Context: an optimization exercise on an open-source flow, tuned for small area and a short achievable clock period. The choices shown serve that exercise and are no tape-out recipe. At most, simulation tests tie the RTL to the original design; equivalence was not proved. Function not checked in runs 1 to 3: the RTL went through the layout flow alone. No activity file was given, so power comes from the tool's default toggle rates.

==> design/flow/flow/run.sh <==
#!/bin/bash
# Standard layout, with plain buf_1 cells as the port buffers.
set -euo pipefail
bash standard.sh "BUFFER_PORTS_ARGS=-buffer_cell sky130_fd_sc_hd__buf_1" finish > standard.log 2>&1
==> design/flow/design.v <==
module byte_fifo
  (
   input              clk,
   input              rst_n,
   input              sync_rst,
   input              input_data_valid,
   input  [4:0]       num_bytes_taken_from_fifo,
   input  [127:0]     input_data,
   input  [4:0]       num_bytes_in,
   output             data_valid,
   output reg [5:0]   num_bytes,
   output [127:0]     data
   );
   reg [3:0]   rp;       
   reg [3:0]   wp;       
   reg [3:0]   rp_lo;    
   reg [3:0]   rp_hi;    
   reg [3:0]   wp_lo;    
   reg [3:0]   wp_hi;    
   reg [127:0] mem_a;    
   reg [127:0] mem_b;    
   wire [4:0] t   = num_bytes_taken_from_fifo;
   wire [4:0] nin = input_data_valid ? num_bytes_in : 5'd0;
   wire [6:0] left = {1'b0, num_bytes} - {2'b00, t};
   assign data_valid = (t != 5'd0) && !left[6];
   wire [5:0] cnt_keep = num_bytes + {1'b0, nin};
   wire [5:0] cnt_take = num_bytes + {1'b0, nin} - {1'b0, t};
   wire [4:0] rp_take  = {1'b0, rp} + t;    
   wire [3:0] rp_nxt = sync_rst ? 4'd0 : data_valid ? rp_take[3:0] : rp;
   wire [3:0] wp_nxt = sync_rst ? 4'd0 : wp + nin[3:0];
   function [3:0] onehot2;
      input [1:0] v;
      onehot2 = 4'b0001 << v;
   endfunction
   always @(posedge clk or negedge rst_n)
     if (~rst_n) begin
        num_bytes <= 6'd0;
        rp        <= 4'd0;
        wp        <= 4'd0;
        rp_lo     <= 4'b0000;    
        rp_hi     <= 4'b0000;
        wp_lo     <= 4'b0001;
        wp_hi     <= 4'b0001;
     end else begin
        num_bytes <= sync_rst ? 6'd0 : data_valid ? cnt_take : cnt_keep;
        rp        <= rp_nxt;
        wp        <= wp_nxt;
        rp_lo     <= onehot2(rp_nxt[1:0]);
        rp_hi     <= onehot2(rp_nxt[3:2]);
        wp_lo     <= onehot2(wp_nxt[1:0]);
        wp_hi     <= onehot2(wp_nxt[3:2]);
     end
   wire [15:0] ge_rp, lt_wp, lt_t;
   genvar g, l, i;
   generate
      for (l = 0; l < 16; l = l + 1) begin : g_therm
         assign ge_rp[l] = (rp <= l);
         assign lt_wp[l] = (wp > l);
         assign lt_t[l]  = (t > l);
      end
   endgenerate
   wire        wrap_w = (wp < rp);
   wire [15:0] extra  = wrap_w ? (ge_rp | lt_wp) : (ge_rp & lt_wp);
   wire [15:0] rd_q, rd_int;
   generate
      for (l = 0; l < 16; l = l + 1) begin : g_rdrot
         wire [3:0] s1, s2;
         for (i = 0; i < 4; i = i + 1) begin : g_way
            assign s1[i] = lt_t[(l - i + 16) % 16] & rp_lo[i];
            assign s2[i] = rd_q[(l - 4*i + 16) % 16] & rp_hi[i];
         end
         assign rd_q[l]   = |s1;
         assign rd_int[l] = |s2;
      end
   endgenerate
   wire [127:0] wr1, wr2;
   generate
      for (l = 0; l < 16; l = l + 1) begin : g_wrot
         wire [7:0] s1 [0:3];
         wire [7:0] s2 [0:3];
         for (i = 0; i < 4; i = i + 1) begin : g_way
            assign s1[i] = input_data[8*((l - i + 16) % 16) +: 8] & {8{wp_lo[i]}};
            assign s2[i] = wr1[8*((l - 4*i + 16) % 16) +: 8] & {8{wp_hi[i]}};
         end
         assign wr1[8*l +: 8] = s1[0] | s1[1] | s1[2] | s1[3];
         assign wr2[8*l +: 8] = s2[0] | s2[1] | s2[2] | s2[3];
      end
   endgenerate
   wire ge16 = num_bytes[5] | num_bytes[4];
   generate
      for (l = 0; l < 16; l = l + 1) begin : g_lane
         wire       empty = ~ge16 & ~extra[l];
         wire       full  = num_bytes[5] | (num_bytes[4] & extra[l]);
         wire       load  = data_valid & rd_int[l] | empty;
         wire [7:0] din   = wr2[8*l +: 8];
         always @(posedge clk) begin
            mem_a[8*l +: 8] <= (din & {8{load & ~full}})
                             | (mem_b[8*l +: 8] & {8{load & full}})
                             | (mem_a[8*l +: 8] & {8{~load}});
            if (load | ~full) mem_b[8*l +: 8] <= din;
         end
      end
   endgenerate
   wire [127:0] rd1, rd2;
   generate
      for (l = 0; l < 16; l = l + 1) begin : g_rrot
         wire [7:0] s1 [0:3];
         wire [7:0] s2 [0:3];
         for (i = 0; i < 4; i = i + 1) begin : g_way
            assign s1[i] = mem_a[8*((l + i) % 16) +: 8] & {8{rp_lo[i]}};
            assign s2[i] = rd1[8*((l + 4*i) % 16) +: 8] & {8{rp_hi[i]}};
         end
         assign rd1[8*l +: 8] = s1[0] | s1[1] | s1[2] | s1[3];
         assign rd2[8*l +: 8] = s2[0] | s2[1] | s2[2] | s2[3];
      end
   endgenerate
   assign data = rd2;
endmodule
==> design/flow/config.mk <==
export PLATFORM = sky130hd
export DESIGN_NAME = byte_fifo
export DESIGN_NICKNAME = byte_fifo
export VERILOG_FILES = /design/flow/design.v
export SDC_FILE = /design/flow/constraint.sdc
export NUM_CORES = 4
export LEC_CHECK = 0
export CAP_MARGIN = 20
export CORE_MARGIN = 2
export CORE_UTILIZATION = 30
export SETUP_SLACK_MARGIN = 1.5
export SLEW_MARGIN = 20
==> design/flow/standard.sh <==
#!/bin/bash
# synth_recipe.tcl (not shown) runs the flow's synth.tcl, then flattens the netlist and writes it again
# the make line also repeats each setting of config.mk as NAME=value (left out here)
make -C /OpenROAD-flow-scripts/flow DESIGN_CONFIG=/design/flow/config.mk WORK_HOME=/design/flow/orfs CLKGATE_MAP_FILE= SYNTH_SCRIPT=/design/flow/synth_recipe.tcl "${@:-finish}"
==> design/flow/constraint.sdc <==
create_clock -name core_clock -period 5.5 [get_ports {clk}]
set_input_delay 1.1000 -clock core_clock [delete_from_list [all_inputs] [get_ports {clk}]]
set_output_delay 1.1000 -clock core_clock [all_outputs]
set_load 0.01 [all_outputs]
==> results.json, run 1 <==
{
  "nFillCells": 8536,
  "synth_edf_count": 128,
  "slew_violations": 0,
  "dr_total_vias": 27000,
  "crit_path_max_incr_delay_ps": 300,
  "detail_route.first_pass.iterations": 10,
  "fin_area_um2": 26800,
  "met1_usage_pct": 38.9,
  "syn_nets": 3187,
  "finalSetupTns_ps": 0,
  "critical_path_buf_inv_count": 6,
  "path_clk_slew_ps": 70,
  "grt.met3_usage_pct": 3.86,
  "crit_family": "buffers and inverters",
  "wl_um": 105000,
  "synth_top_flop_cell": "edfxtp_1",
  "synthesis.area_um2": 24300,
  "p_per_area_nw_per_um2": 674,
  "overflow": 0,
  "start_util_pct": 30.2,
  "cp_common_cell": "buf_1",
  "worst-path-max-fanout": 22,
  "grt_max_degree": 135,
  "seq_area_frac_synth_pct": 29.5,
  "cp-end-kind": "primary output",
  "die_area_um2": 83300,
  "cp.arrival_ps": 2880,
  "cts_tree": "built",
  "hold_viol": 0,
  "drv_cap": 0,
  "hold_class": "register to register",
  "die_width_um": 289,
  "grtUsageMet2_pct": 31.6,
  "cts.path.max_buffers": 3,
  "drc": 0,
  "areaGrowthSynthToFinish_pct": 10.2,
  "wl_per_cell_um": 25.4,
  "clock_skew_ps": 18.5,
  "core_um2": 80400,
  "ant_nets": 0,
  "r2r_slack_ps": 1770,
  "ys_warn_count": 1,
  "peakVddDrop_mv": 0.362,
  "p_leak_uw": 0.0101,
  "yosysUniqueCellTypes": 100,
  "die_h_um": 289,
  "insertion_delay_ps": 590,
  "cts_buffers": 28,
  "top_usage_layer": "met1",
  "rsz0062_at_grt": "true",
  "final_nets": 3227,
  "start_kind": "primary input",
  "placed_area_um2": 25600,
  "synth.avg_cell_area_um2": 8.05,
  "status": "timing/DRC/antenna clean",
  "finalCriticalPeriod_ps": 3980,
  "portBuffers": 276,
  "crit_required_ps": 4400,
  "rows": 104,
  "antenna_found_initial": 2,
  "grt_pass1_vias": 22200,
  "ios": 277,
  "hpwl_um": 79800,
  "synthCells": 3018,
  "grt.total_usage_pct": 23.6,
  "crit_type": "primary input to primary output",
  "synth-seq-cells": 286,
  "fmax_mhz": 251,
  "globalplace.congestion": 0.929,
  "fin_crit_sh_pct": 72.4,
  "crit_chain": "buf_1 > buf_12 > inv_1 > ha_1 > o211ai_1 > o21a_2 > or2_1 > buf_8 > inv_12 > buf_1",
  "drt_iter0_markers": 5168,
  "crit_slowest_cell": "ha_1",
  "cts_sinks": 286,
  "htree_levels": 1,
  "slew_headroom_pct": 22.8,
  "grt_first_pass_wirelength_um": 151000,
  "vias_per_cell": 6.51,
  "synthArstFlopShare_pct": 10.5,
  "root_buffer": "clkbuf_16",
  "setup_violations": 0,
  "worst_slew_pin_slew_ps": 1150,
  "drive_above_1_share_pct": 6.33
}
[cell usage after synthesis (all sizes together) (11+ instances only)]
cell type | number | area (um2)
nor3 | 20 | 111
dfxtp | 128 | 2560
a21o | 12 | 90.1
xnor2 | 11 | 96.3
edfxtp | 128 | 3840
clkbuf | 214 | 803
dfrtp | 28 | 701
o21ai | 73 | 384
and3 | 11 | 73.8
inv | 39 | 146
nand3 | 57 | 285
o211ai | 25 | 193
nand2 | 615 | 2320
buf | 96 | 622
a21oi | 71 | 389
a211oi | 18 | 163
a22oi | 1040 | 7820
a221o | 81 | 811
nor3b | 16 | 125
a31oi | 15 | 113
nor2b | 18 | 113
nor2 | 72 | 283
mux2i | 16 | 160
mux2 | 15 | 173
and2 | 17 | 111
or2 | 14 | 87.6
ha | 23 | 288
[cell usage in the layout (no fill, tap or decap), drive strengths merged, types with 7 or more instances in the layout]
master	n
and3b	8
nand3	57
a31oi	15
and2	17
clkbuf	41
o32ai	10
o21a	7
o211a	9
o221ai	10
or2	14
and3	11
buf	314
a21oi	71
xnor2	11
dfxtp	128
nor2b	18
a21o	12
a221oi	8
o21ai	73
edfxtp	128
nor3b	16
nand2b	8
nor4	8
o22ai	9
mux2	15
a22o	7
o211ai	25
a22oi	1040
ha	23
dfrtp	28
nor2	72
a211oi	18
clkinv	11
mux2i	16
nor3	20
inv	38
a221o	81
nand2	615
[cell type report]
cell class	count	area, um2	area share [%]
Multi-Input combinational cell	2383	15600	58.3
Sequential cell	286	7220	27.0
Timing Repair Buffer	320	1520	5.68
Tap cell	1060	1330	4.95
Clock buffer	35	768	2.87
Clock inverter	17	171	0.640
Inverter	39	163	0.607
Antenna cell	2	5.00	0.0187
[registers in the layout, indices dropped and copies added, names as in the netlist]
| register | cells |
|---|---|
| mem_a | 128 |
| mem_b | 128 |
| num_bytes | 6 |
| rp | 4 |
| rp_hi | 4 |
| rp_lo | 4 |
| wp | 4 |
| wp_hi | 4 |
| wp_lo | 4 |
[layer usage]
metal	routed length (um)	vias to the layer above
met5	0	-
met4	1530	0
met3	14200	105
li1	-	12000
met1	47800	12900
met2	41600	1951
[where the power goes]
part           internal [uW]  switching [uW]  leakage (uW)
Sequential              3500            1720       0.00280
Clock                   1090             870      0.000451
Combinational           3620            7230       0.00689
Total                   8210            9830        0.0101
[kinds of logic after synthesis]
logic type,Yosys count,share of synthesized area [%]
buffers and inverters,349,6.47
AO/OA/AOI/OAI,1434,45.0
adder cells (fa/ha/maj),31,1.68
flip-flops,286,29.5
XOR/XNOR,14,0.504
multiplexers,31,1.37
AND/OR/NAND/NOR,873,15.5
[timing repair]
item / CTS / global route
endpoints found under the setup margin: 97 / 59
hold buffers: 0 / 0
gates resized for setup: 8 / 16
gates cloned: 0 / 1
pin swaps: 0 / 1
buffers inserted: 2 / 8
[stage by stage]
step	power (uW)	hold slack, ps	std cells	utilization, %	setup slack, ps
floorplan	11800	441	3018	-	1530
global placement	15400	447	4075	31.8	924
detailed placement	15600	454	4077	31.8	960
CTS	17600	454	4131	33.1	1350
global route	19100	481	4141	33.3	1440
finish	18000	458	4142	33.3	1520
[path summary, 6_finish.rpt]
| kind | from | to | cells after the start |
|---|---|---|---|
| hold / removal | mem_b[24]$_DFFE_PP_ | mem_a[24]$_DFF_P_ | 1 |
| min in group asynchronous | rst_n | num_bytes[5]$_DFF_PN0_ | 1 |
| hold reg to reg | mem_b[24]$_DFFE_PP_ | mem_a[24]$_DFF_P_ | 1 |
| setup / recovery | num_bytes_taken_from_fifo[3] | data_valid | 10 |
| setup reg to reg | rp[2]$_DFF_PN0_ | mem_a[11]$_DFF_P_ | 9 |
| max in group asynchronous | rst_n | wp_hi[3]$_DFF_PN0_ | 1 |
==> run 2, diff against run 1 <==
--- a/design/flow/config.mk
+++ b/design/flow/config.mk
@@ -8,5 +8,5 @@
 export CAP_MARGIN = 20
 export CORE_MARGIN = 2
 export CORE_UTILIZATION = 30
-export SETUP_SLACK_MARGIN = 1.5
+export SETUP_SLACK_MARGIN = 1.75
 export SLEW_MARGIN = 20
==> run 2 against run 1 <==
  * Power is 0.98% higher
  * Worst hold slack better by 12 ps
  * Sequential share of layout area is 0.22 points lower
  * Synthesized cell count stayed put
  * Global-route usage is 0.86 points higher
  * Final cell count is 0.24% higher
  * Area after synthesis stayed put
  * Combinational power hardly changed
  * Die area stayed put
  * Register-to-register slack better by 160 ps
  * Clock-buffer cell count is 1 higher
  * Routed wire length is 2.7% higher
==> results.json, run 2 <==
{
  "status": "timing/DRC/antenna clean",
  "hold_class": "register to register",
  "dr_total_vias": 27200,
  "cp.arrival_ps": 2770,
  "clock_skew_ps": 11.5,
  "final_nets": 3239,
  "crit_required_ps": 4400,
  "worst-path-max-fanout": 28,
  "slew_headroom_pct": 28.3,
  "grt_max_degree": 108,
  "placed_area_um2": 25600,
  "grt_pass1_vias": 22500,
  "p_leak_uw": 0.0103,
  "cts_buffers": 28,
  "synth_area_leaders": "a22oi_1 (32%), edfxtp_1 (16%), dfxtp_1 (11%), nand2_1 (9.5%), a221o_1 (3.3%)",
  "rsz0062_at_grt": "true",
  "fin_area_um2": 27000,
  "synthCells": 3018,
  "insertion_delay_ps": 580,
  "final_common_cell": "a22oi_1",
  "vias_per_cell": 6.55,
  "hold_viol": 0,
  "drv_cap": 0,
  "seq_area_frac_synth_pct": 29.5,
  "antenna_found_initial": 5,
  "path_clk_slew_ps": 60,
  "cts.path.max_buffers": 3,
  "worst_slew_pin_slew_ps": 1080,
  "synth_top_flop_cell": "edfxtp_1",
  "pwr-share-comb_pct": 61.0,
  "globalplace.congestion": 0.944,
  "synthesis.area_um2": 24300,
  "die_width_um": 289,
  "p_sw_uw": 9920,
  "finalCriticalPeriod_ps": 3870,
  "cts_hold_buf": 0,
  "yosysUniqueCellTypes": 100,
  "fin_crit_sh_pct": 70.4,
  "p_per_area_nw_per_um2": 675,
  "portBuffers": 276,
  "synthTopCellsByCount": "a22oi_1 (1037), nand2_1 (614), clkbuf_1 (214)",
  "synthArstFlopShare_pct": 10.5,
  "synth.avg_cell_area_um2": 8.05,
  "layout_common_cells": "a22oi_1 (1037), nand2_1 (614), buf_1 (271)",
  "overflow": 0,
  "die_h_um": 289,
  "p_int_uw": 8300,
  "cts_tree": "built",
  "ant_nets": 0,
  "synth-seq-cells": 286,
  "root_buffer": "clkbuf_16",
  "fmax_mhz": 258,
  "start_kind": "primary input",
  "peakVddDrop_mv": 0.328,
  "areaGrowthSynthToFinish_pct": 11.1,
  "seq_power_share_pct": 28.5,
  "drive_above_1_share_pct": 6.76,
  "start_util_pct": 30.2,
  "crit_type": "primary input to primary output",
  "finalSetupTns_ps": 0,
  "die_area_um2": 83300,
  "grt.total_usage_pct": 24.5,
  "ys_warn_count": 1,
  "drt_iter0_markers": 5210,
  "power_frac_clock_pct": 10.5,
  "synth_top_area_cell": "a22oi_1",
  "core_um2": 80400,
  "ios": 277,
  "num_antenna_cells": 0,
  "swShare_pct": 54.5,
  "syn_nets": 3187,
  "wl_per_cell_um": 26.0,
  "slew_violations": 0,
  "hold_ws_ps": 470,
  "hpwl_um": 80700,
  "grt_first_pass_wirelength_um": 156000,
  "synth_edf_count": 128,
  "setup_violations": 0,
  "drc": 0,
  "reg.largest.list": "mem_a x128, mem_b x128, num_bytes x6",
  "cp-end-kind": "primary output",
  "wl_um": 108000,
  "cts_sinks": 286,
  "synth_top_area_share_pct": 32.0,
  "htree_levels": 1,
  "rows": 104,
  "synth.most_common_cell": "a22oi_1",
  "detail_route.first_pass.iterations": 7
}
run 2: critical path: stages:
cell and delay (ps):
clkbuf_2 110, buf_4 260, nor3_4 400, and2_4 320, or2_4 190, bufinv_16 230, buf_2 150
run 2: metal layers:
layer  track usage (%)  routed length (um)
met1              39.5               48000
met2              33.4               43400
met3              3.99               14500
met4              4.63                2060
met5                 0                  27
run 2: repair_timing:
item	in CTS	in global routing
setup buffers	11	5
pin swaps	0	1
gates resized for setup	24	13
endpoints found under the setup margin	97	123
gates cloned	2	0
run 2: area by class of cell:
cell class | count | area (um2)
inverters | 39 | 180
repair buffers | 331 | 1730
fillers | 8513 | 53400
flip-flops and latches | 286 | 7220
repair inverters | 1 | 8.76
multi-input cells | 2383 | 15600
well taps | 1060 | 1330
clock inverters | 16 | 135
clock buffers | 36 | 781
run 2: through the flow:
stage | total power [uW] | instances | utilization, % | setup slack, ps
after detailed placement | 15600 | 4082 | 31.9 | 1120
after CTS | 17700 | 4147 | 33.4 | 1620
final | 18200 | 4152 | 33.6 | 1630
after global placement | 15500 | 4082 | 31.9 | 1100
after floorplan | 11900 | 3018 | - | 1690
after global routing | 19200 | 4152 | 33.6 | 1580
run 2: path summary, 6_finish.rpt:
kind | slack [ps] | start | cells past startpoint | end
worst max register to register | 1930 | rp[3]$_DFF_PN0_ | 9 | mem_a[58]$_DFF_P_
max in group asynchronous | 4310 | rst_n | 1 | rp_hi[2]$_DFF_PN0_
worst min register to register | 470 | mem_b[125]$_DFFE_PP_ | 1 | mem_a[125]$_DFF_P_
worst max-delay path | 1630 | num_bytes_taken_from_fifo[4] | 7 | data_valid
worst min-delay path | 470 | mem_b[125]$_DFFE_PP_ | 1 | mem_a[125]$_DFF_P_
min in group asynchronous | 600 | rst_n | 1 | num_bytes[0]$_DFF_PN0_
run 2: cell families (layout without fill, tap and decap cells):
family / count (synthesis) / in the layout / share of synthesized area (%)
AND/OR/NAND/NOR: 873 / 873 / 15.5
adder cells (fa/ha/maj): 31 / 31 / 1.68
XOR/XNOR: 14 / 14 / 0.504
flip-flops: 286 / 286 / 29.5
multiplexers: 31 / 31 / 1.37
AO/OA/AOI/OAI: 1434 / 1434 / 45.0
buffers and inverters: 349 / 423 / 6.47
run 2: power groups by stage:
stage                     Combinational (uW)  Clock (uW)  Sequential [uW]
final                                  11100        1900             5200
after global routing                   12000        2000             5250
after CTS                              10700        1920             5110
after detailed placement               10300           0             5280
after global placement                 10200           0             5270
after floorplan                         7820           0             4050
==> run 3, diff against run 2 <==
--- a/design/flow/config.mk
+++ b/design/flow/config.mk
@@ -5,8 +5,9 @@
 export SDC_FILE = /design/flow/constraint.sdc
 export NUM_CORES = 4
 export LEC_CHECK = 0
+export ABC_AREA = 1
 export CAP_MARGIN = 20
 export CORE_MARGIN = 2
 export CORE_UTILIZATION = 30
-export SETUP_SLACK_MARGIN = 1.75
+export SETUP_SLACK_MARGIN = 2
 export SLEW_MARGIN = 20
==> run 3 against run 2 <==
  * Still clean
  * Combinational power rose by 27%
  * Die area rose by 4.8%
  * Via count rose by 14%
  * Area after synthesis rose by 4.8%
  * Register-to-register slack improved by 140 ps
  * First-iteration DRC count fell by 5.3%
  * Routed wire length rose by 8.7%
  * Largest cell class unchanged
==> results.json, run 3 <==
{
  "path_clk_slew_ps": 70,
  "final_nets": 4257,
  "total_power_uw": 20600,
  "synth.most_common_cell": "nand2_1",
  "detail_route.first_pass.iterations": 8,
  "worst_slew_pin_slew_ps": 1200,
  "yosysUniqueCellTypes": 52,
  "fin_crit_sh_pct": 65.5,
  "synthesis.area_um2": 25500,
  "finalCriticalPeriod_ps": 3610,
  "synth.avg_cell_area_um2": 6.47,
  "synthArstFlopShare_pct": 10.5,
  "slew_headroom_pct": 19.4,
  "synth_top_area_share_pct": 15.1,
  "wl_per_cell_um": 22.4,
  "finalSetupTns_ps": 0,
  "hold_class": "register to register",
  "cp.arrival_ps": 2510,
  "die_width_um": 295,
  "start_util_pct": 30.4,
  "syn_nets": 4105,
  "rsz0062_at_grt": "true",
  "fin_area_um2": 29800,
  "synth_area_leaders": "edfxtp_1 (15%), nand2_1 (12%), dfxtp_1 (10%), o22ai_1 (8.8%), nand3_1 (7.3%)",
  "hpwl_um": 89400,
  "antenna_found_initial": 2,
  "p_int_uw": 8920,
  "synth_top_area_cell": "edfxtp_1",
  "synthTopCellsByCount": "nand2_1 (786), inv_1 (487), nand3_1 (371)",
  "fmax_mhz": 277,
  "root_buffer": "clkbuf_16",
  "drive_above_1_share_pct": 13.3,
  "status": "timing/DRC/antenna clean",
  "dr_total_vias": 31000,
  "peakVddDrop_mv": 0.371,
  "core_um2": 83800,
  "drv_cap": 0,
  "placed_area_um2": 27300,
  "ios": 277,
  "cts_sinks": 286,
  "dr_wl_met2_um": 48700,
  "htree_levels": 1,
  "vias_per_cell": 5.90,
  "insertion_delay_ps": 580,
  "pwr-share-comb_pct": 68.4,
  "die_area_um2": 87300,
  "cp_common_cell": "o22ai_1",
  "cts_hold_buf": 0,
  "p_per_area_nw_per_um2": 691,
  "grt_pass1_vias": 26000,
  "hold_ws_ps": 488,
  "synthCells": 3936,
  "crit_required_ps": 4400,
  "top_layer": "met5",
  "clock_skew_ps": 19.7,
  "layout_common_cells": "nand2_1 (785), inv_1 (462), nand3_1 (370)",
  "crit_type": "register to primary output",
  "synth-seq-cells": 286,
  "slew_violations": 0,
  "crit_path_max_incr_delay_ps": 630,
  "wl_um": 117000,
  "seq_area_frac_synth_pct": 28.1,
  "grt.total_usage_pct": 25.5,
  "crit_chain": "clkinv_16 > buf_8 > o22ai_1 > nor2_2 > o22ai_1 > a21oi_1 > o21ai_0 > buf_1",
  "m1WireLength_um": 51400,
  "fin_cells": 5242,
  "rows": 106,
  "cts.path.max_buffers": 3,
  "overflow": 0,
  "cp-end-kind": "primary output",
  "setup_violations": 0,
  "power_frac_clock_pct": 9.2,
  "swShare_pct": 56.7,
  "cts_tree": "built",
  "num_antenna_cells": 0,
  "hold_viol": 0,
  "crit_family": "compound AO/OA/AOI/OAI gates",
  "areaGrowthSynthToFinish_pct": 17.0,
  "synth_top_flop_cell": "edfxtp_1",
  "globalplace.congestion": 0.970,
  "route.met3.wl_um": 13900,
  "grt_first_pass_wirelength_um": 171000,
  "reg.largest.list": "mem_a x128, mem_b x128, num_bytes x6",
  "portBuffers": 276,
  "critical_path_buf_inv_count": 3,
  "drc": 0,
  "worst-path-max-fanout": 10,
  "final_common_cell": "nand2_1",
  "ys_warn_count": 1,
  "start_kind": "register",
  "seq_power_share_pct": 22.4,
  "grt_max_degree": 98,
  "crit_slowest_cell": "dfrtp_4",
  "nFillCells": 9118,
  "drt_iter0_markers": 4933,
  "cts_buffers": 27,
  "synth_edf_count": 128,
  "p_sw_uw": 11700,
  "p_leak_uw": 0.0128,
  "ant_nets": 0,
  "die_h_um": 295,
  "place_inst": 5134
}
==> run 3: changes by cell type in the layout (fill, tap and decap cells not counted), sizes merged, moves of 219 or more <==
| cell | delta |
|---|---|
| nor2 | +263 |
| nand2 | +219 |
| nand3 | +321 |
| o22ai | +351 |
| inv | +467 |
| a22oi | -964 |
==> run 3: tightest hold or removal path: cells and delay by family (launching register included) <==
family,cells,cell delay [ps]
DFF,1,320
and+or+nand+nor,2,160
==> run 3: final timing paths <==
kind                                      start                  to  slack (ps)  cells past startpoint
min in group asynchronous                 rst_n  wp_hi[1]$_DFF_PN0_         620                      1
max in group asynchronous                 rst_n  rp_lo[0]$_DFF_PN0_        4260                      1
min reg2reg                mem_b[125]$_DFFE_PP_  mem_a[125]$_DFF_P_         490                      2
max reg2reg                  wp_lo[3]$_DFF_PN0_   mem_a[51]$_DFF_P_        2070                      8
max                          rp_lo[0]$_DFF_PN0_            data[72]        1890                      8
min                        mem_b[125]$_DFFE_PP_  mem_a[125]$_DFF_P_         490                      2
==> run 3: cells by family after synthesis <==
logic type | after synthesis | synth area share [%]
fa+ha+maj | 27 | 1.44
xor+xnor | 9 | 0.309
simple gates | 1714 | 30.6
buf+inv | 762 | 11.6
compound gates | 1138 | 27.9
flops | 286 | 28.1
==> run 3: metal layers <==
layer  track usage (%)  up-vias
met1              38.6    14500
met3              3.71      166
met4              6.35        4
met5                 0        -
li1                  -    14200
met2              37.6     2103
==> run 3: area by class of cell <==
cell class	instances	area, um2	share of cell area (%)
multi-input cells	2888	16000	53.6
flip-flops and latches	286	7180	24.1
well taps	1134	1420	4.76
inverters	506	2020	6.77
clock inverters	10	95.1	0.319
repair inverters	11	149	0.499
repair buffers	368	2170	7.29
clock buffers	39	791	2.65
==> run 3: power groups by stage <==
| stage | Sequential (uW) | Clock, uW | Combinational [uW] |
|---|---|---|---|
| 2_1_floorplan | 3850 | 0 | 8700 |
| 3_3_place_gp | 4550 | 0 | 12300 |
| 3_5_place_dp | 4540 | 0 | 12400 |
| 4_1_cts | 4540 | 1910 | 13100 |
| 5_1_grt | 4630 | 1980 | 15200 |
| 6_report | 4610 | 1900 | 14100 |
==> run 3: stage by stage <==
step	utilization, %	setup slack [ps]
final	35.6	1890
after floorplan	-	2100
after CTS	34.7	1900
after global placement	32.6	1410
after detailed placement	32.6	1340
after global routing	35.6	1840
==> run 3: timing repair <==
item	4_1_cts	5_1_grt
buffers inserted	24	19
pin swaps	15	23
gates resized for setup	179	259
gates cloned	13	3
endpoints found under the setup margin	211	164
==> run 4, diff against run 3 <==
--- a/design/flow/design.v
+++ b/design/flow/design.v
@@ -21,12 +21,13 @@
    reg [127:0] mem_b;    
    wire [4:0] t   = num_bytes_taken_from_fifo;
    wire [4:0] nin = input_data_valid ? num_bytes_in : 5'd0;
-   wire [6:0] left = {1'b0, num_bytes} - {2'b00, t};
-   assign data_valid = (t != 5'd0) && !left[6];
+   wire [6:0] left   = {1'b0, num_bytes} - {2'b00, t};
+   wire       t_le_n = !left[6];
+   assign data_valid = (t != 5'd0) && t_le_n;
    wire [5:0] cnt_keep = num_bytes + {1'b0, nin};
    wire [5:0] cnt_take = num_bytes + {1'b0, nin} - {1'b0, t};
    wire [4:0] rp_take  = {1'b0, rp} + t;    
-   wire [3:0] rp_nxt = sync_rst ? 4'd0 : data_valid ? rp_take[3:0] : rp;
+   wire [3:0] rp_nxt = sync_rst ? 4'd0 : t_le_n ? rp_take[3:0] : rp;
    wire [3:0] wp_nxt = sync_rst ? 4'd0 : wp + nin[3:0];
    function [3:0] onehot2;
       input [1:0] v;
@@ -42,7 +43,7 @@
         wp_lo     <= 4'b0001;
         wp_hi     <= 4'b0001;
      end else begin
-        num_bytes <= sync_rst ? 6'd0 : data_valid ? cnt_take : cnt_keep;
+        num_bytes <= sync_rst ? 6'd0 : t_le_n ? cnt_take : cnt_keep;
         rp        <= rp_nxt;
         wp        <= wp_nxt;
         rp_lo     <= onehot2(rp_nxt[1:0]);
@@ -91,7 +92,7 @@
       for (l = 0; l < 16; l = l + 1) begin : g_lane
          wire       empty = ~ge16 & ~extra[l];
          wire       full  = num_bytes[5] | (num_bytes[4] & extra[l]);
-         wire       load  = data_valid & rd_int[l] | empty;
+         wire       load  = t_le_n & rd_int[l] | empty;
          wire [7:0] din   = wr2[8*l +: 8];
          always @(posedge clk) begin
             mem_a[8*l +: 8] <= (din & {8{load & ~full}})
--- a/design/flow/config.mk
+++ b/design/flow/config.mk
@@ -5,9 +5,9 @@
 export SDC_FILE = /design/flow/constraint.sdc
 export NUM_CORES = 4
 export LEC_CHECK = 0
-export ABC_AREA = 1
 export CAP_MARGIN = 20
 export CORE_MARGIN = 2
 export CORE_UTILIZATION = 30
+export CTS_BUF_LIST = sky130_fd_sc_hd__clkbuf_4 sky130_fd_sc_hd__clkbuf_8
 export SETUP_SLACK_MARGIN = 2
 export SLEW_MARGIN = 20
==> run 4 against run 3 <==
  * Still clean
  * Synthesized cell count is 24% lower
  * Sequential share of layout area is 2.2 points higher
  * Setup slack better by 140 ps
  * Sequential power is 13% higher
  * Register-to-register slack better by 20 ps
  * Critical path type is now primary input to primary output
  * Largest cell class unchanged
  * Highest routed layer unchanged
==> results.json, run 4 <==
{
  "crit_required_ps": 4400,
  "clock_skew_ps": 36.1,
  "synthTopCellsByCount": "a22oi_1 (1038), nand2_1 (567), clkbuf_1 (202)",
  "cp.arrival_ps": 2370,
  "drv_cap": 0,
  "synthesis.area_um2": 23700,
  "dr_total_vias": 27300,
  "worst-path-max-fanout": 9,
  "synth_top_area_cell": "a22oi_1",
  "rr_worst_depth": 8,
  "core_um2": 78600,
  "die_area_um2": 81200,
  "p_per_area_nw_per_um2": 716,
  "start_util_pct": 30.1,
  "p_leak_uw": 0.0108,
  "hold_ws_ps": 468,
  "rows": 103,
  "drive_above_1_share_pct": 9.82,
  "hold_class": "register to register",
  "placed_area_um2": 25300,
  "worst_slack_ps": 2030,
  "detail_route.first_pass.iterations": 8,
  "synthArstFlopShare_pct": 10.5,
  "status": "timing/DRC/antenna clean",
  "htree_levels": 2,
  "areaGrowthSynthToFinish_pct": 15.9,
  "cp-end-kind": "primary output",
  "setup_violations": 0,
  "layout_common_cells": "a22oi_1 (1021), nand2_1 (532), buf_1 (271)",
  "finalSetupTns_ps": 0,
  "final_common_cell": "a22oi_1",
  "peakVddDrop_mv": 0.280,
  "top_usage_layer": "met1",
  "synth.avg_cell_area_um2": 7.96,
  "grt.met3_usage_pct": 5.78,
  "grt_max_degree": 101,
  "r2r_slack_ps": 2090,
  "die_width_um": 285,
  "fin_crit_sh_pct": 63.0,
  "yosysUniqueCellTypes": 75,
  "path_clk_slew_ps": 70,
  "crit_type": "primary input to primary output",
  "rsz0062_at_grt": "true",
  "globalplace.congestion": 0.978,
  "hold_viol": 0,
  "wl_per_cell_um": 26.7,
  "start_kind": "primary input",
  "ant_nets": 0,
  "slew_violations": 0,
  "syn_nets": 3143,
  "root_buffer": "clkbuf_8",
  "fmax_mhz": 288,
  "final_nets": 3248,
  "nFillCells": 8265,
  "die_h_um": 285,
  "grt.total_usage_pct": 25.5,
  "hp-start": "mem_b[48]$_DFFE_PP_",
  "crit_start": "num_bytes_taken_from_fifo[4]",
  "grt_first_pass_wirelength_um": 159000,
  "synth-seq-cells": 286,
  "seq_area_frac_synth_pct": 30.2,
  "finalCriticalPeriod_ps": 3470,
  "grtUsageMet2_pct": 36.3,
  "overflow": 0,
  "ios": 277,
  "synth_top_flop_cell": "edfxtp_1",
  "drt_iter0_markers": 4874,
  "portBuffers": 276,
  "hold_depth": 1,
  "synth.most_common_cell": "a22oi_1",
  "antenna_found_initial": 4,
  "pre_cts_slack_ps": 1040,
  "fin_area_um2": 27500,
  "vias_per_cell": 6.56,
  "cts.path.max_buffers": 3,
  "synthCells": 2974,
  "worst_slew_pin_slew_ps": 993,
  "cts_sinks": 286,
  "synth_edf_count": 128,
  "regToRegEndpoint": "mem_b[48]$_DFFE_PP_",
  "synth_area_leaders": "a22oi_1 (33%), edfxtp_1 (16%), dfxtp_1 (11%), nand2_1 (9.0%), clkbuf_1 (3.2%)",
  "insertion_delay_ps": 620,
  "min_to": "mem_a[48]$_DFF_P_",
  "cts_hold_buf": 0,
  "slew_headroom_pct": 33.8,
  "grt_pass1_vias": 22900,
  "cts_tree": "built",
  "met1_usage_pct": 37.1,
  "synth_top_area_share_pct": 32.9,
  "wl_um": 111000,
  "hpwl_um": 79800,
  "ys_warn_count": 1,
  "r2r-start": "rp_lo[2]$_DFF_PN0_",
  "reg.largest.list": "mem_a x128, mem_b x128, num_bytes x6",
  "drc": 0,
  "cts_buffers": 45
}
run 4: changes by cell type after synthesis, moves of 152 or more:
cell	previous run	this run
a22oi_1	76	1038
inv_1	487	33
a21oi_1	224	42
nand3_1	371	50
nor2_1	318	88
nand4_1	152	0
o22ai_1	360	6
nand2_1	786	567
o21ai_0	267	73
run 4: critical path: stages:
cell and delay [ps]:
buf_4 150, buf_12 140, or4_4 620, nor2_4 170, nor2_4 40, buf_2 140
run 4: metrics by stage:
stage / total power [uW] / utilization [%] / cells
after floorplan: 12100 / - / 2974
after global placement: 16100 / 32.1 / 4033
after detailed placement: 16200 / 32.1 / 4033
after CTS: 18800 / 34.1 / 4139
after global routing: 20700 / 34.9 / 4167
final: 19700 / 34.9 / 4168
run 4: what timing repair did:
action,CTS,global route
resized for setup,46,87
buffers inserted,21,23
pin swaps,6,14
endpoints found under the setup margin,316,208
hold endpoints to repair,0,0
cloned,1,4
run 4: routing by layer:
metal  up-vias  wire length (um)
li1      12000                 -
met1     13100             45800
met2      1947             46200
met3       251             14300
met4         2              5140
met5         -                10
run 4: worst max path at each step:
stage,to,slack (ps)
final,data_valid,2030
after global routing,data[86],1970
after floorplan,data_valid,1770
after CTS,data[10],1980
after global placement,mem_b[73]$_DFFE_PP_,1120
after detailed placement,mem_a[53]$_DFF_P_,1040
run 4: cell families after synthesis:
logic type | Yosys count | synth area share [%]
xor gates and xnor gates | 14 | 0.518
adders and majority gates | 36 | 1.93
DFF | 286 | 30.2
muxes | 29 | 1.26
AOI/OAI and AO/OA | 1438 | 45.8
and+or+nand+nor | 838 | 15.0
buffers and inverters | 333 | 5.31
run 4: cell type report:
type / count / area (um2) / share of cell area (%)
clock inverters: 23 / 267 / 0.971
multi-input cells: 2356 / 15700 / 57.1
clock buffers: 61 / 777 / 2.83
diodes: 2 / 5.00 / 0.0182
repair buffers: 356 / 2060 / 7.51
flip-flops and latches: 286 / 7220 / 26.3
inverters: 34 / 134 / 0.488
well taps: 1050 / 1310 / 4.79
run 4: power breakdown:
part           internal (uW)  switching (uW)  total (uW)
combinational           4160            8200       12400
clock                   1170             917        2090
sequential              3530            1680        5210
total                   8860           10800       19700
==> run 5, diff against run 4 <==
--- a/design/flow/config.mk
+++ b/design/flow/config.mk
@@ -8,6 +8,5 @@
 export CAP_MARGIN = 20
 export CORE_MARGIN = 2
 export CORE_UTILIZATION = 30
-export CTS_BUF_LIST = sky130_fd_sc_hd__clkbuf_4 sky130_fd_sc_hd__clkbuf_8
-export SETUP_SLACK_MARGIN = 2
+export SETUP_SLACK_MARGIN = 2.1
 export SLEW_MARGIN = 20
==> run 5 against run 4 <==
  * Still clean on timing, DRC and antenna
  * Combinational power up 9%
  * Power is 5.1% higher
  * Fmax rose by 0.45%
  * Register-to-register slack improved by 100 ps
  * Clock power shrank 7%
  * Global-route usage decreased by 0.057 points
  * Final cell count decreased by 0.22%
  * First-iteration DRC count grew 6.2%
  * Utilization up 1.4 points
  * Design area increased by 4.0%
  * Area after synthesis is the same
  * Synthesized cell count unchanged
  * Largest cell class unchanged
  * Highest routed layer is now met4
==> results.json, run 5 <==
{
  "synth_top_area_share_pct": 32.9,
  "drt_iter0_markers": 5176,
  "synthesis.area_um2": 23700,
  "peakVddDrop_mv": 0.366,
  "reg.largest.list": "mem_a x128, mem_b x128, num_bytes x6",
  "worst-path-max-fanout": 14,
  "cts_buffers": 28,
  "worst_slew_pin_slew_ps": 1000,
  "swShare_pct": 54.9,
  "synthArstFlopShare_pct": 10.5,
  "rows": 103,
  "insertion_delay_ps": 580,
  "hp-start": "mem_b[62]$_DFFE_PP_",
  "placed_area_um2": 25300,
  "seq_power_share_pct": 25.4,
  "setup_violations": 0,
  "hold_class": "register to register",
  "crit_chain": "buf_6 > buf_6 > a22oi_1 > nand2_1 > a22oi_1 > nand2_1 > buf_1",
  "htree_levels": 1,
  "portBuffers": 276,
  "synth-seq-cells": 286,
  "slew_headroom_pct": 33.3,
  "grt_pass1_vias": 22800,
  "synth.most_common_cell": "a22oi_1",
  "root_buffer": "clkbuf_16",
  "synth_top_area_cell": "a22oi_1",
  "slew_violations": 0,
  "hold_viol": 0,
  "die_h_um": 285,
  "crit_slowest_cell": "dfrtp_4",
  "pre_cts_slack_ps": 967,
  "die_area_um2": 81200,
  "wl_per_cell_um": 27.6,
  "clock_skew_ps": 17.8,
  "dr_total_vias": 27400,
  "wl_um": 115000,
  "fmax_mhz": 290,
  "seq_area_um2": 7220,
  "crit_family": "flip-flops",
  "start_kind": "register",
  "r2r-start": "rp[3]$_DFF_PN0_",
  "hold_ws_ps": 464,
  "layout_common_cells": "a22oi_1 (902), nand2_1 (452), buf_1 (266)",
  "vias_per_cell": 6.59,
  "grt_first_pass_wirelength_um": 159000,
  "hold_depth": 2,
  "synth_area_leaders": "a22oi_1 (33%), edfxtp_1 (16%), dfxtp_1 (11%), nand2_1 (9.0%), clkbuf_1 (3.2%)",
  "grt.total_usage_pct": 25.5,
  "synthCells": 2974,
  "p_int_uw": 9320,
  "seq_area_frac_synth_pct": 30.2,
  "start_util_pct": 30.1,
  "synth_top_flop_cell": "edfxtp_1",
  "hpwl_um": 80100,
  "multi_input_area_um2": 16500,
  "crit_required_ps": 4400,
  "worst_slack_ps": 2050,
  "drive_above_1_share_pct": 16.0,
  "path_clk_slew_ps": 60,
  "finalSetupTns_ps": 0,
  "cts_sinks": 286,
  "yosysUniqueCellTypes": 75,
  "rr_worst_depth": 9,
  "core_um2": 78600,
  "final_common_cell": "a22oi_1",
  "crit_path_max_incr_delay_ps": 500,
  "final_nets": 3255,
  "globalplace.congestion": 0.980,
  "pwr-share-comb_pct": 65.1,
  "antenna_found_initial": 4,
  "p_per_area_nw_per_um2": 723,
  "die_width_um": 285,
  "cts_tree": "built",
  "drv_cap": 0,
  "finalCriticalPeriod_ps": 3450,
  "overflow": 0,
  "fin_area_um2": 28600,
  "synth_edf_count": 128,
  "status": "timing/DRC/antenna clean",
  "cp.arrival_ps": 2350,
  "regToRegEndpoint": "mem_a[48]$_DFF_P_",
  "r2r_slack_ps": 2190,
  "synth.avg_cell_area_um2": 7.96,
  "nFillCells": 8089,
  "critical_path_buf_inv_count": 3,
  "grt_max_degree": 101,
  "areaGrowthSynthToFinish_pct": 20.6,
  "p_sw_uw": 11300,
  "cts.path.max_buffers": 3,
  "rsz0062_at_grt": "true",
  "synthTopCellsByCount": "a22oi_1 (1038), nand2_1 (567), clkbuf_1 (202)",
  "ant_nets": 0,
  "min_to": "mem_a[62]$_DFF_P_",
  "p_leak_uw": 0.0110,
  "ys_warn_count": 1,
  "utilization_pct": 36.3,
  "syn_nets": 3143,
  "drc": 0,
  "detail_route.first_pass.iterations": 9,
  "fin_crit_sh_pct": 62.7,
  "ios": 277,
  "cts_hold_buf": 0,
  "crit_type": "register to primary output",
  "power_frac_clock_pct": 9.4,
  "cp-end-kind": "primary output"
}
==> run 5: cell types whose count changed in the layout (fill, tap and decap cells not counted), moves of 6 or more <==
cell       before  now
buf_4          44   51
clkbuf_8       52    0
nand2_2        35  115
nand2_1       532  452
buf_6           4   13
a22oi_2        17  136
buf_16          3    9
a22oi_1      1021  902
clkbuf_1        0    8
clkbuf_16       3   38
clkbuf_4       11    1
==> run 5: stage by stage <==
stage,total power (uW),instances
after floorplan,12100,2974
after global placement,16200,4035
after detailed placement,16300,4035
after CTS,18700,4119
after global routing,21600,4159
final,20700,4159
==> run 5: how the worst max path moves through the flow <==
stage,start,end,slack [ps],depth (start not counted)
3_3_place_gp,num_bytes_taken_from_fifo[2],mem_a[115]$_DFF_P_,1020,10
3_5_place_dp,num_bytes_taken_from_fifo[3],mem_a[117]$_DFF_P_,970,9
5_1_grt,rp_lo[2]$_DFF_PN0_,data[82],1980,7
4_1_cts,rp_lo[2]$_DFF_PN0_,data[106],2070,6
6_report,rp_lo[2]$_DFF_PN0_,data[33],2050,7
2_1_floorplan,num_bytes_taken_from_fifo[4],data_valid,1770,11
==> run 5: final cells by class <==
cell class                 instances  share of cell area (%)
antenna                            1                 0.00876
clock buffer                      36                    2.56
clock inverter                    16                   0.662
inverter                          34                   0.482
multi-input combinational       2357                    57.7
sequential                       286                    25.3
tap                             1050                    4.60
timing repair buffer             379                    8.68
==> run 5: cell families (layout without fill, tap and decap cells) <==
| family | after synthesis | after routing | share of synthesized area (%) |
|---|---|---|---|
| AOI/OAI and AO/OA | 1438 | 1440 | 45.8 |
| and+or+nand+nor | 838 | 838 | 15.0 |
| buffers and inverters | 333 | 465 | 5.31 |
| DFF | 286 | 286 | 30.2 |
| adders and majority gates | 36 | 36 | 1.93 |
| muxes | 29 | 29 | 1.26 |
| xor gates and xnor gates | 14 | 14 | 0.518 |
| other | 0 | 1 | 0 |
==> run 5: power by group through the flow <==
stage,logic [uW],clock network [uW],registers (uW)
2_1_floorplan,8070,0,4080
3_3_place_gp,11000,0,5230
3_5_place_dp,11100,0,5230
4_1_cts,11700,1960,5050
5_1_grt,14300,2040,5290
6_report,13500,1950,5250
==> run 5: timing repair <==
item                                   CTS  global route
setup buffers                           28            20
resized for setup                       59           290
endpoints found under the hold margin    0             0
setup endpoints to repair              341           319
cloned                                   4            18
pin swaps                                4            55
==> run 5: worst register-to-register path: stages, from the launching register on <==
cell and delay (ps):
dfrtp_2 530, inv_1 180, ha_1 310, or2_2 360, a211o_1 360, nand2_2 290, maj3_1 350, a21oi_4 150
nor2b_1 480, a221o_1 240
==> run 5: metal layers <==
metal	track usage, %	share of wire (%)	vias to the layer above
li1	-	-	12000
met1	37.5	40	13100
met2	36.6	41	2022
met3	4.90	13	264
met4	9.31	5.0	0
met5	0	0	-
==> run 6, diff against run 5 <==
--- a/design/flow/config.mk
+++ b/design/flow/config.mk
@@ -8,5 +8,5 @@
 export CAP_MARGIN = 20
 export CORE_MARGIN = 2
 export CORE_UTILIZATION = 30
-export SETUP_SLACK_MARGIN = 2.1
+export SETUP_SLACK_MARGIN = 2.2
 export SLEW_MARGIN = 20
==> run 6 against run 5 <==
  * Synthesized cell count unchanged
  * Clock-buffer cell count rose by 3
  * Via count grew 0.86%
  * Final cell count is 0.43% higher
  * Setup slack gained 30 ps
  * Die area did not move
  * Routed wire length up 1.3%
  * Worst hold slack got worse by 1.2 ps
  * Design area grew 5.6%
  * Non-clock buffer count up 14
  * Critical path type unchanged
  * Fmax up 0.89%
  * Global-route usage grew 0.77 points
==> results.json, run 6 <==
{
  "ys_warn_count": 1,
  "synth_top_family_by_area": "compound AO/OA/AOI/OAI gates",
  "die_width_um": 285,
  "yosysUniqueCellTypes": 75,
  "areaGrowthSynthToFinish_pct": 27.4,
  "path_clk_slew_ps": 70,
  "seq_area_frac_synth_pct": 30.2,
  "worst-path-max-fanout": 13,
  "slew_headroom_pct": 26.8,
  "finalCriticalPeriod_ps": 3420,
  "p_leak_uw": 0.0115,
  "synth_top_flop_cell": "edfxtp_1",
  "ant_nets": 0,
  "synthesis.area_um2": 23700,
  "worst_slack_ps": 2080,
  "cts_buffers": 28,
  "status": "timing/DRC/antenna clean",
  "synthSimpleGateAreaFrac_pct": 15.0,
  "antenna_found_initial": 6,
  "critical_path_buf_inv_count": 3,
  "wl_per_cell_um": 27.8,
  "worst_slew_pin_slew_ps": 1090,
  "start_util_pct": 30.1,
  "multi_input_area_um2": 17300,
  "power_frac_clock_pct": 9.8,
  "portBuffers": 276,
  "cts_tree": "built",
  "dr_total_vias": 27700,
  "crit_slowest_cell": "dfrtp_4",
  "pre_cts_slack_ps": 908,
  "total_power_uw": 22000,
  "root_buffer": "clkbuf_16",
  "drv_cap": 0,
  "hold_viol": 0,
  "final_common_cell": "a22oi_1",
  "cts_sinks": 286,
  "layout_common_cells": "a22oi_1 (761), nand2_1 (428), a22oi_2 (277)",
  "drt_iter0_markers": 4564,
  "slew_violations": 0,
  "htree_levels": 1,
  "yosys.area_share.xor_xnor_pct": 0.518,
  "setup_violations": 0,
  "cp.arrival_ps": 2320,
  "p_int_uw": 10100,
  "p_sw_uw": 11900,
  "die_area_um2": 81200,
  "synth_edf_count": 128,
  "final_nets": 3268,
  "muxShareOfSynthArea_pct": 1.26,
  "synth_compound_area_share_pct": 45.8,
  "synth_top_area_share_pct": 32.9,
  "hold_class": "register to register",
  "drive_above_1_share_pct": 23.1,
  "die_h_um": 285,
  "synthArstFlopShare_pct": 10.5,
  "nFillCells": 7977,
  "seq_power_share_pct": 24.3,
  "cts_hold_buf": 0,
  "fin_crit_sh_pct": 62.2,
  "synthAdderAreaFrac_pct": 1.93,
  "finalSetupTns_ps": 0,
  "grt_first_pass_wirelength_um": 163000,
  "peakVddDrop_mv": 0.325,
  "crit_path_max_incr_delay_ps": 510,
  "clock_skew_ps": 27.5,
  "p_per_area_nw_per_um2": 729,
  "synth.most_common_cell": "a22oi_1",
  "core_um2": 78600,
  "crit_chain": "buf_12 > buf_16 > a22oi_1 > nand2_2 > a22oi_1 > nand2_1 > buf_1",
  "rows": 103,
  "drc": 0,
  "insertion_delay_ps": 600,
  "synthCells": 2974,
  "reg.largest.list": "mem_a x128, mem_b x128, num_bytes x6",
  "synth-seq-cells": 286,
  "synthTopCellsByCount": "a22oi_1 (1038), nand2_1 (567), clkbuf_1 (202)",
  "synth_top_area_cell": "a22oi_1",
  "ios": 277,
  "pwr-share-comb_pct": 65.9,
  "crit_required_ps": 4400,
  "grt.total_usage_pct": 26.2,
  "cp_common_cell": "a22oi_1",
  "hpwl_um": 79800,
  "crit_type": "register to primary output",
  "cp-end-kind": "primary output",
  "grt_pass1_vias": 23400,
  "cts.path.max_buffers": 3,
  "syn_nets": 3143,
  "fmax_mhz": 292,
  "synth_area_leaders": "a22oi_1 (33%), edfxtp_1 (16%), dfxtp_1 (11%), nand2_1 (9.0%), clkbuf_1 (3.2%)",
  "rsz0062_at_grt": "true",
  "overflow": 0,
  "wl_um": 116000,
  "swShare_pct": 53.9,
  "start_kind": "register",
  "crit_family": "flip-flops",
  "vias_per_cell": 6.62,
  "detail_route.first_pass.iterations": 7,
  "synth.avg_cell_area_um2": 7.96,
  "seq_area_um2": 7220,
  "grt_max_degree": 117,
  "globalplace.congestion": 0.960
}
[run 6: cell types whose count changed in the layout (fill, tap and decap cells not counted), moves of 4 or more]
| cell | delta |
|---|---|
| buf_16 | +15 |
| clkbuf_8 | +5 |
| a22oi_1 | -141 |
| diode_2 | +5 |
| nand2_2 | +21 |
| a22oi_2 | +141 |
| buf_2 | +18 |
| clkbuf_1 | -4 |
| buf_12 | +7 |
| nand2_1 | -24 |
| clkbuf_2 | +11 |
| buf_1 | -34 |
[run 6: power groups by stage]
stage / Combinational (uW) / Clock [uW] / Sequential [uW]
after floorplan: 8100 / 0 / 4080
after global placement: 10900 / 0 / 5310
after detailed placement: 11000 / 0 / 5320
after CTS: 12700 / 2150 / 5060
after global routing: 15400 / 2230 / 5360
final: 14500 / 2150 / 5350
[run 6: per-layer routing]
layer | track usage, % | vias to the layer above | routed length (um)
li1 | - | 12100 | -
met1 | 37.5 | 13300 | 47400
met2 | 38.7 | 1963 | 49500
met3 | 5.70 | 280 | 14000
met4 | 9.49 | 2 | 5250
met5 | 0 | - | 13
[run 6: cell type report]
type                       count  area share [%]
clock inverter                13           0.664
timing repair buffer         393            10.2
sequential                   286            23.9
clock buffer                  39            2.77
tap                         1050            4.36
inverter                      34           0.465
antenna                        6          0.0498
multi-input combinational   2356            57.5
[run 6: metrics by stage]
stage          util (%)  hold WS (ps)  cells  area (um2)
3_5_place_dp       32.2           448   4034       25300
4_1_cts            35.8           453   4143       28200
6_report           38.4           463   4177       30200
2_1_floorplan         -           432   2974       23900
3_3_place_gp       32.2           441   4034       25300
5_1_grt            38.4           482   4173       30200
[run 6: worst paths after layout]
path	startpoint	to	slack, ps	depth (start not counted)
max	rp_lo[2]$_DFF_PN0_	data[65]	2080	7
min	mem_b[62]$_DFFE_PP_	mem_a[62]$_DFF_P_	460	2
max reg2reg	rp_lo[2]$_DFF_PN0_	mem_a[51]$_DFF_P_	2270	10
min reg2reg	mem_b[62]$_DFFE_PP_	mem_a[62]$_DFF_P_	460	2
max in group asynchronous	rst_n	rp_lo[3]$_DFF_PN0_	4340	1
min in group asynchronous	rst_n	wp_lo[3]$_DFF_PN0_	570	1
[run 6: kinds of logic (layout without fill, tap and decap cells)]
logic type               Yosys count  in the layout
AO/OA/AOI/OAI                   1438           1439
buffers and inverters            333            479
XOR/XNOR                          14             14
flip-flops                       286            286
multiplexers                      29             29
AND/OR/NAND/NOR                  838            838
other                              0              6
adder cells (fa/ha/maj)           36             36
[run 6: tightest hold or removal path, stage by stage (launching register included)]
cell      delay, ps
edfxtp_1        320
a22oi_1          60
nand2_1          60
[run 6: what timing repair did]
action / 4_1_cts / 5_1_grt
cloned: 18 / 12
pin swaps: 92 / 117
setup endpoints to repair: 370 / 284
setup buffers: 39 / 16
resized for setup: 232 / 371
==> run 7, diff against run 6 <==
--- a/design/flow/config.mk
+++ b/design/flow/config.mk
@@ -8,5 +8,5 @@
 export CAP_MARGIN = 20
 export CORE_MARGIN = 2
 export CORE_UTILIZATION = 30
-export SETUP_SLACK_MARGIN = 2.2
+export SETUP_SLACK_MARGIN = 2
 export SLEW_MARGIN = 20
==> run 7 against run 6 <==
  * Still clean on timing, DRC and antenna
  * Worst hold slack improved by 4.1 ps
  * Combinational power down 16%
  * Clock skew decreased by 9.5 ps
  * Fmax fell by 2.6%
  * Design area fell by 10%
  * First-iteration DRC count increased by 2.8%
  * Synthesized cell count unchanged
  * Global-route usage down 0.81 points
  * Power fell by 12%
  * Largest cell class unchanged
  * Largest power group unchanged
  * Highest routed layer unchanged
==> results.json, run 7 <==
{
  "synthCells": 2974,
  "cp.arrival_ps": 2410,
  "finalCriticalPeriod_ps": 3510,
  "synthTopCellsByCount": "a22oi_1 (1038), nand2_1 (567), clkbuf_1 (202)",
  "die_area_um2": 81200,
  "ant_nets": 0,
  "cts_hold_buf": 0,
  "synthesis.area_um2": 23700,
  "hpwl_um": 79800,
  "synth_area_leaders": "a22oi_1 (33%), edfxtp_1 (16%), dfxtp_1 (11%), nand2_1 (9.0%), clkbuf_1 (3.2%)",
  "synth.most_common_cell": "a22oi_1",
  "portBuffers": 276,
  "seq_area_frac_synth_pct": 30.2,
  "fin_cells": 4125,
  "ys_warn_count": 1,
  "path_clk_slew_ps": 60,
  "crit_path_max_incr_delay_ps": 590,
  "nFillCells": 8280,
  "fin_area_um2": 27100,
  "grt_first_pass_wirelength_um": 158000,
  "cts_tree": "built",
  "layout_common_cells": "a22oi_1 (1024), nand2_1 (543), buf_1 (271)",
  "slew_headroom_pct": 28.0,
  "htree_levels": 1,
  "wl_per_cell_um": 26.8,
  "p_per_area_nw_per_um2": 712,
  "hold_viol": 0,
  "worst_slew_pin_slew_ps": 1070,
  "grt.total_usage_pct": 25.4,
  "synth_edf_count": 128,
  "synth_top_flop_cell": "edfxtp_1",
  "cts_buffers": 28,
  "worst-path-max-fanout": 11,
  "synth_top_area_share_pct": 32.9,
  "synth-seq-cells": 286,
  "critical_path_buf_inv_count": 3,
  "yosysUniqueCellTypes": 75,
  "insertion_delay_ps": 580,
  "rsz0062_at_grt": "true",
  "hold_ws_ps": 467,
  "peakVddDrop_mv": 0.308,
  "vias_per_cell": 6.53,
  "detail_route.first_pass.iterations": 8,
  "areaGrowthSynthToFinish_pct": 14.4,
  "placed_area_um2": 25300,
  "antenna_found_initial": 4,
  "cts_sinks": 286,
  "p_leak_uw": 0.0107,
  "grt_max_degree": 101,
  "setup_violations": 0,
  "hold_class": "register to register",
  "die_width_um": 285,
  "dr_total_vias": 26900,
  "root_buffer": "clkbuf_16",
  "cts.path.max_buffers": 3,
  "cp_common_cell": "a22oi_1",
  "crit_family": "flip-flops",
  "cp-end-kind": "primary output",
  "die_h_um": 285,
  "final_nets": 3222,
  "ios": 277,
  "crit_slowest_cell": "dfrtp_4",
  "synthArstFlopShare_pct": 10.5,
  "slew_violations": 0,
  "drv_cap": 0,
  "fmax_mhz": 285,
  "syn_nets": 3143,
  "crit_required_ps": 4400,
  "fin_crit_sh_pct": 63.9,
  "utilization_pct": 34.5,
  "status": "timing/DRC/antenna clean",
  "synth.avg_cell_area_um2": 7.96,
  "clock_skew_ps": 18.1,
  "wl_um": 111000,
  "finalSetupTns_ps": 0,
  "place_inst": 4033,
  "drt_iter0_markers": 4694,
  "crit_chain": "buf_4 > buf_8 > a22oi_1 > nand2_2 > a22oi_1 > nand2_1 > buf_1",
  "final_common_cell": "a22oi_1",
  "crit_type": "register to primary output",
  "start_kind": "register",
  "drc": 0,
  "grt_pass1_vias": 22800,
  "globalplace.congestion": 0.978,
  "drive_above_1_share_pct": 7.84,
  "core_um2": 78600,
  "start_util_pct": 30.1,
  "rows": 103,
  "synth_top_area_cell": "a22oi_1",
  "overflow": 0,
  "reg.largest.list": "mem_a x128, mem_b x128, num_bytes x6"
}
[run 7: cell type report]
type	count	area (um2)	share of cell area, %
timing repair buffer	348	1950	7.22
inverter	34	134	0.494
clock inverter	12	118	0.434
clock buffer	39	762	2.81
tap	1050	1310	4.85
antenna	1	2.50	0.00924
multi-input combinational	2355	15600	57.5
sequential	286	7220	26.7
[run 7: cells by family after synthesis]
logic type               Yosys count  share of synthesized area, %
AO/OA/AOI/OAI                   1438                          45.8
XOR/XNOR                          14                         0.518
adder cells (fa/ha/maj)           36                          1.93
buffers and inverters            333                          5.31
flip-flops                       286                          30.2
multiplexers                      29                          1.26
AND/OR/NAND/NOR                  838                          15.0
[run 7: worst paths after layout]
path	start	to	slack, ps	cells past startpoint
setup / recovery	rp_lo[3]$_DFF_PN0_	data[96]	1990	7
hold / removal	mem_b[111]$_DFFE_PP_	mem_a[111]$_DFF_P_	470	1
setup reg to reg	rp[3]$_DFF_PN0_	mem_a[15]$_DFF_P_	2070	8
hold reg to reg	mem_b[111]$_DFFE_PP_	mem_a[111]$_DFF_P_	470	1
max in group asynchronous	rst_n	rp_lo[1]$_DFF_PN0_	4340	1
min in group asynchronous	rst_n	wp_lo[3]$_DFF_PN0_	580	1
[run 7: stage by stage]
stage,total power [uW],setup WS [ps]
after floorplan,12100,1770
after global routing,20400,1930
after CTS,18500,1990
after detailed placement,16200,1040
final,19300,1990
after global placement,16100,1120
[run 7: layer usage]
layer  GRT usage, %  vias up  share of wire [%]
met2           35.8     1830                 41
met5              0        -              0.028
met4           10.3        4                4.7
met1           36.5    12900                 41
met3           6.76      238                 13
li1               -    11900                  -
[run 7: where the power goes]
part | switching (uW) | internal (uW)
combinational | 8130 | 4080
clock | 850 | 1020
sequential | 1660 | 3530
total | 10600 | 8630
[run 7: timing repair]
| action | 4_1_cts | 5_1_grt |
|---|---|---|
| buffers inserted | 18 | 19 |
| endpoints found under the setup margin | 335 | 185 |
| pin swaps | 5 | 9 |
| gates resized for setup | 40 | 68 |
| gates cloned | 1 | 2 |
==> run 8, diff against run 7 <==
--- a/design/flow/design.v
+++ b/design/flow/design.v
@@ -33,21 +33,21 @@
       input [1:0] v;
       onehot2 = 4'b0001 << v;
    endfunction
+   always @(posedge clk) begin
+      rp_lo <= onehot2(rp_nxt[1:0]);
+      rp_hi <= onehot2(rp_nxt[3:2]);
+   end
    always @(posedge clk or negedge rst_n)
      if (~rst_n) begin
         num_bytes <= 6'd0;
         rp        <= 4'd0;
         wp        <= 4'd0;
-        rp_lo     <= 4'b0000;    
-        rp_hi     <= 4'b0000;
         wp_lo     <= 4'b0001;
         wp_hi     <= 4'b0001;
      end else begin
         num_bytes <= sync_rst ? 6'd0 : t_le_n ? cnt_take : cnt_keep;
         rp        <= rp_nxt;
         wp        <= wp_nxt;
-        rp_lo     <= onehot2(rp_nxt[1:0]);
-        rp_hi     <= onehot2(rp_nxt[3:2]);
         wp_lo     <= onehot2(wp_nxt[1:0]);
         wp_hi     <= onehot2(wp_nxt[3:2]);
      end
==> run 8 against run 7 <==
  * Critical path depth rose by 5
  * Clock power rose by 4%
  * Combinational power fell by 3%
  * Register-to-register slack improved by 40 ps
  * Power decreased by 1.4%
  * Area after synthesis up 0.53%
==> results.json, run 8 <==
{
  "synth_compound_area_share_pct": 46.8,
  "clock_skew_ps": 20.3,
  "ios": 277,
  "cts_buffers": 28,
  "synth_edf_count": 128,
  "synth_top_area_share_pct": 33.2,
  "drc": 0,
  "hold_viol": 0,
  "vias_per_cell": 6.59,
  "fmax_mhz": 287,
  "synthCells": 2981,
  "rr_worst_depth": 9,
  "hold_class": "register to register",
  "die_h_um": 286,
  "crit_type": "primary input to register",
  "min_to": "mem_a[93]$_DFF_P_",
  "regToRegEndpoint": "mem_a[17]$_DFF_P_",
  "finalSetupTns_ps": 0,
  "total_power_uw": 19000,
  "rsz0062_at_grt": "true",
  "seq_area_frac_synth_pct": 29.9,
  "start_util_pct": 30.2,
  "cp-end-kind": "register",
  "areaGrowthSynthToFinish_pct": 13.9,
  "path_clk_slew_ps": 70,
  "synth.avg_cell_area_um2": 7.99,
  "portBuffers": 276,
  "synth_top_flop_cell": "dfxtp_1",
  "layout_common_cells": "a22oi_1 (1053), nand2_1 (587), buf_1 (270)",
  "synthSimpleGateAreaFrac_pct": 14.5,
  "synth-seq-cells": 286,
  "worst_slew_pin_slew_ps": 1010,
  "synthArstFlopShare_pct": 7.69,
  "placed_area_um2": 25400,
  "p_leak_uw": 0.0105,
  "cts.path.max_buffers": 3,
  "drv_cap": 0,
  "final_common_cell": "a22oi_1",
  "slew_headroom_pct": 32.6,
  "yosysUniqueCellTypes": 82,
  "peakVddDrop_mv": 0.240,
  "fin_area_um2": 27100,
  "seq_area_um2": 7180,
  "core_um2": 78700,
  "reg.largest.list": "mem_a x128, mem_b x128, num_bytes x6",
  "dr_total_vias": 27200,
  "yosys.area_share.xor_xnor_pct": 0.515,
  "pre_cts_slack_ps": 998,
  "drive_above_1_share_pct": 6.72,
  "grt_pass1_vias": 23100,
  "synth_top_area_cell": "a22oi_1",
  "rows": 103,
  "cp.arrival_ps": 3940,
  "setup_violations": 0,
  "r2r_slack_ps": 2110,
  "finalCriticalPeriod_ps": 3480,
  "drt_iter0_markers": 5208,
  "hold_ws_ps": 465,
  "cts_sinks": 286,
  "hp-start": "mem_b[93]$_DFFE_PP_",
  "nFillCells": 8245,
  "grt_first_pass_wirelength_um": 158000,
  "wl_per_cell_um": 26.8,
  "muxShareOfSynthArea_pct": 1.05,
  "p_per_area_nw_per_um2": 701,
  "multi_input_area_um2": 15600,
  "slew_violations": 0,
  "synthTopCellsByCount": "a22oi_1 (1054), nand2_1 (587), clkbuf_1 (241)",
  "fin_crit_sh_pct": 63.3,
  "die_area_um2": 81600,
  "status": "timing/DRC/antenna clean",
  "hpwl_um": 81000,
  "root_buffer": "clkbuf_16",
  "synth_area_leaders": "a22oi_1 (33%), edfxtp_1 (16%), dfxtp_1 (11%), nand2_1 (9.3%), clkbuf_1 (3.8%)",
  "hold_depth": 1,
  "r2r-start": "rp[3]$_DFF_PN0_",
  "synthAdderAreaFrac_pct": 1.76,
  "die_width_um": 286,
  "synth.most_common_cell": "a22oi_1",
  "syn_nets": 3150,
  "synthesis.area_um2": 23800,
  "ant_nets": 0,
  "grt_max_degree": 149,
  "wl_um": 111000,
  "antenna_found_initial": 9,
  "synth_top_family_by_area": "compound AO/OA/AOI/OAI gates",
  "final_nets": 3227,
  "start_kind": "primary input",
  "htree_levels": 1,
  "overflow": 0,
  "cts_tree": "built",
  "detail_route.first_pass.iterations": 10,
  "insertion_delay_ps": 590,
  "grt.total_usage_pct": 25.2,
  "worst_slack_ps": 2020,
  "globalplace.congestion": 0.961,
  "crit_required_ps": 5960,
  "worst-path-max-fanout": 15,
  "ys_warn_count": 1
}
-- run 8: how the worst max path moves through the flow --
| stage | end | start | depth (start not counted) | slack [ps] |
|---|---|---|---|---|
| after CTS | mem_a[87]$_DFF_P_ | rp[3]$_DFF_PN0_ | 9 | 1960 |
| final | mem_a[37]$_DFF_P_ | num_bytes_taken_from_fifo[1] | 12 | 2020 |
| after floorplan | data_valid | num_bytes_taken_from_fifo[4] | 10 | 1930 |
| after global placement | mem_a[96]$_DFF_P_ | num_bytes_taken_from_fifo[3] | 9 | 1060 |
| after detailed placement | mem_a[100]$_DFF_P_ | num_bytes_taken_from_fifo[3] | 9 | 1000 |
| after global routing | mem_a[20]$_DFF_P_ | num_bytes_taken_from_fifo[1] | 13 | 1930 |
-- run 8: critical path: stages --
cell and delay (ps):
buf_4 140, buf_12 120, buf_6 120, buf_4 150
a41oi_2 460, o22ai_1 220, a221o_1 390, or4_4 550
a21oi_4 190, buf_12 160, nor3b_1 60, a221o_1 270
-- run 8: timing repair --
item	CTS	global route
hold buffers	0	0
gates resized for setup	49	30
pin swaps	6	4
setup endpoints to repair	305	263
setup buffers	19	12
gates cloned	1	1
-- run 8: cell families after synthesis --
family | count (synthesis)
AOI/OAI and AO/OA | 1472
and+or+nand+nor | 824
DFF | 286
xor gates and xnor gates | 14
adders and majority gates | 32
muxes | 25
buffers and inverters | 328
-- run 8: per-stage QoR --
stage | utilization (%) | cells
global route | 34.4 | 4131
global placement | 32.2 | 4045
CTS | 34.0 | 4117
finish | 34.4 | 4132
detailed placement | 32.2 | 4045
floorplan | - | 2981
-- run 8: routing by layer --
metal | up-vias | routed length (um) | GRT usage (%)
li1 | 12000 | - | -
met1 | 13100 | 46700 | 37.7
met2 | 1964 | 46300 | 36.5
met3 | 203 | 14100 | 4.79
met4 | 4 | 3440 | 6.75
met5 | - | 26 | 0
-- run 8: where the power goes --
part | switching (uW) | total, uW | internal, uW
Sequential | 1700 | 5220 | 3520
Clock | 857 | 1940 | 1080
Combinational | 7780 | 11800 | 4070
Total | 10300 | 19000 | 8680
-- run 8: layout make-up --
type                       instances  area share (%)
multi-input combinational       2367            57.5
sequential                       286            26.5
clock inverter                    22           0.821
inverter                          25           0.365
clock buffer                      30            2.61
antenna                            2          0.0185
tap                             1050            4.85
timing repair buffer             350            7.32

afterwards: timing with drivers on the ports:
No port has a modelled driver above. Below, the same layouts with a new extraction and two added sets of constraints. Step 1, drivers: a clkbuf_16 drives clk and a buf_2 each remaining input, both assumed. Step 2 moves the port delays by t, midway between the first and last clock arrival at a register: inputs arrive t later, outputs are due t later. That takes back most of the time a late clock gives input paths. a / b / c = ideal ports / drivers / drivers and shift; a / b = the first two.
run | t (ns) | slack for setup (ns) | slew at the worst register clock pin (ns) | pins driven straight from the clock port
run 1 | 0.637 | 1.516 / 1.495 / 1.357 | 0.07 / 0.07 | 1
run 2 | 0.631 | 1.626 / 1.588 / 1.350 | 0.07 / 0.07 | 1
run 3 | 0.629 | 1.895 / 1.834 / 1.853 | 0.07 / 0.07 | 1
run 4 | 0.653 | 2.033 / 2.002 / 1.442 | 0.07 / 0.07 | 1
run 5 | 0.632 | 2.049 / 1.984 / 1.533 | 0.07 / 0.07 | 1
run 6 | 0.647 | 2.079 / 2.021 / 1.597 | 0.07 / 0.07 | 1
run 7 | 0.636 | 1.988 / 1.927 / 1.435 | 0.07 / 0.07 | 1
run 8 | 0.635 | 2.018 / 1.959 / 1.423 | 0.07 / 0.07 | 1
After both steps setup and hold are still met in every run listed. The setup slack of run 8, which loses most, moves by -0.059 ns with the drivers and by -0.595 ns with both steps.
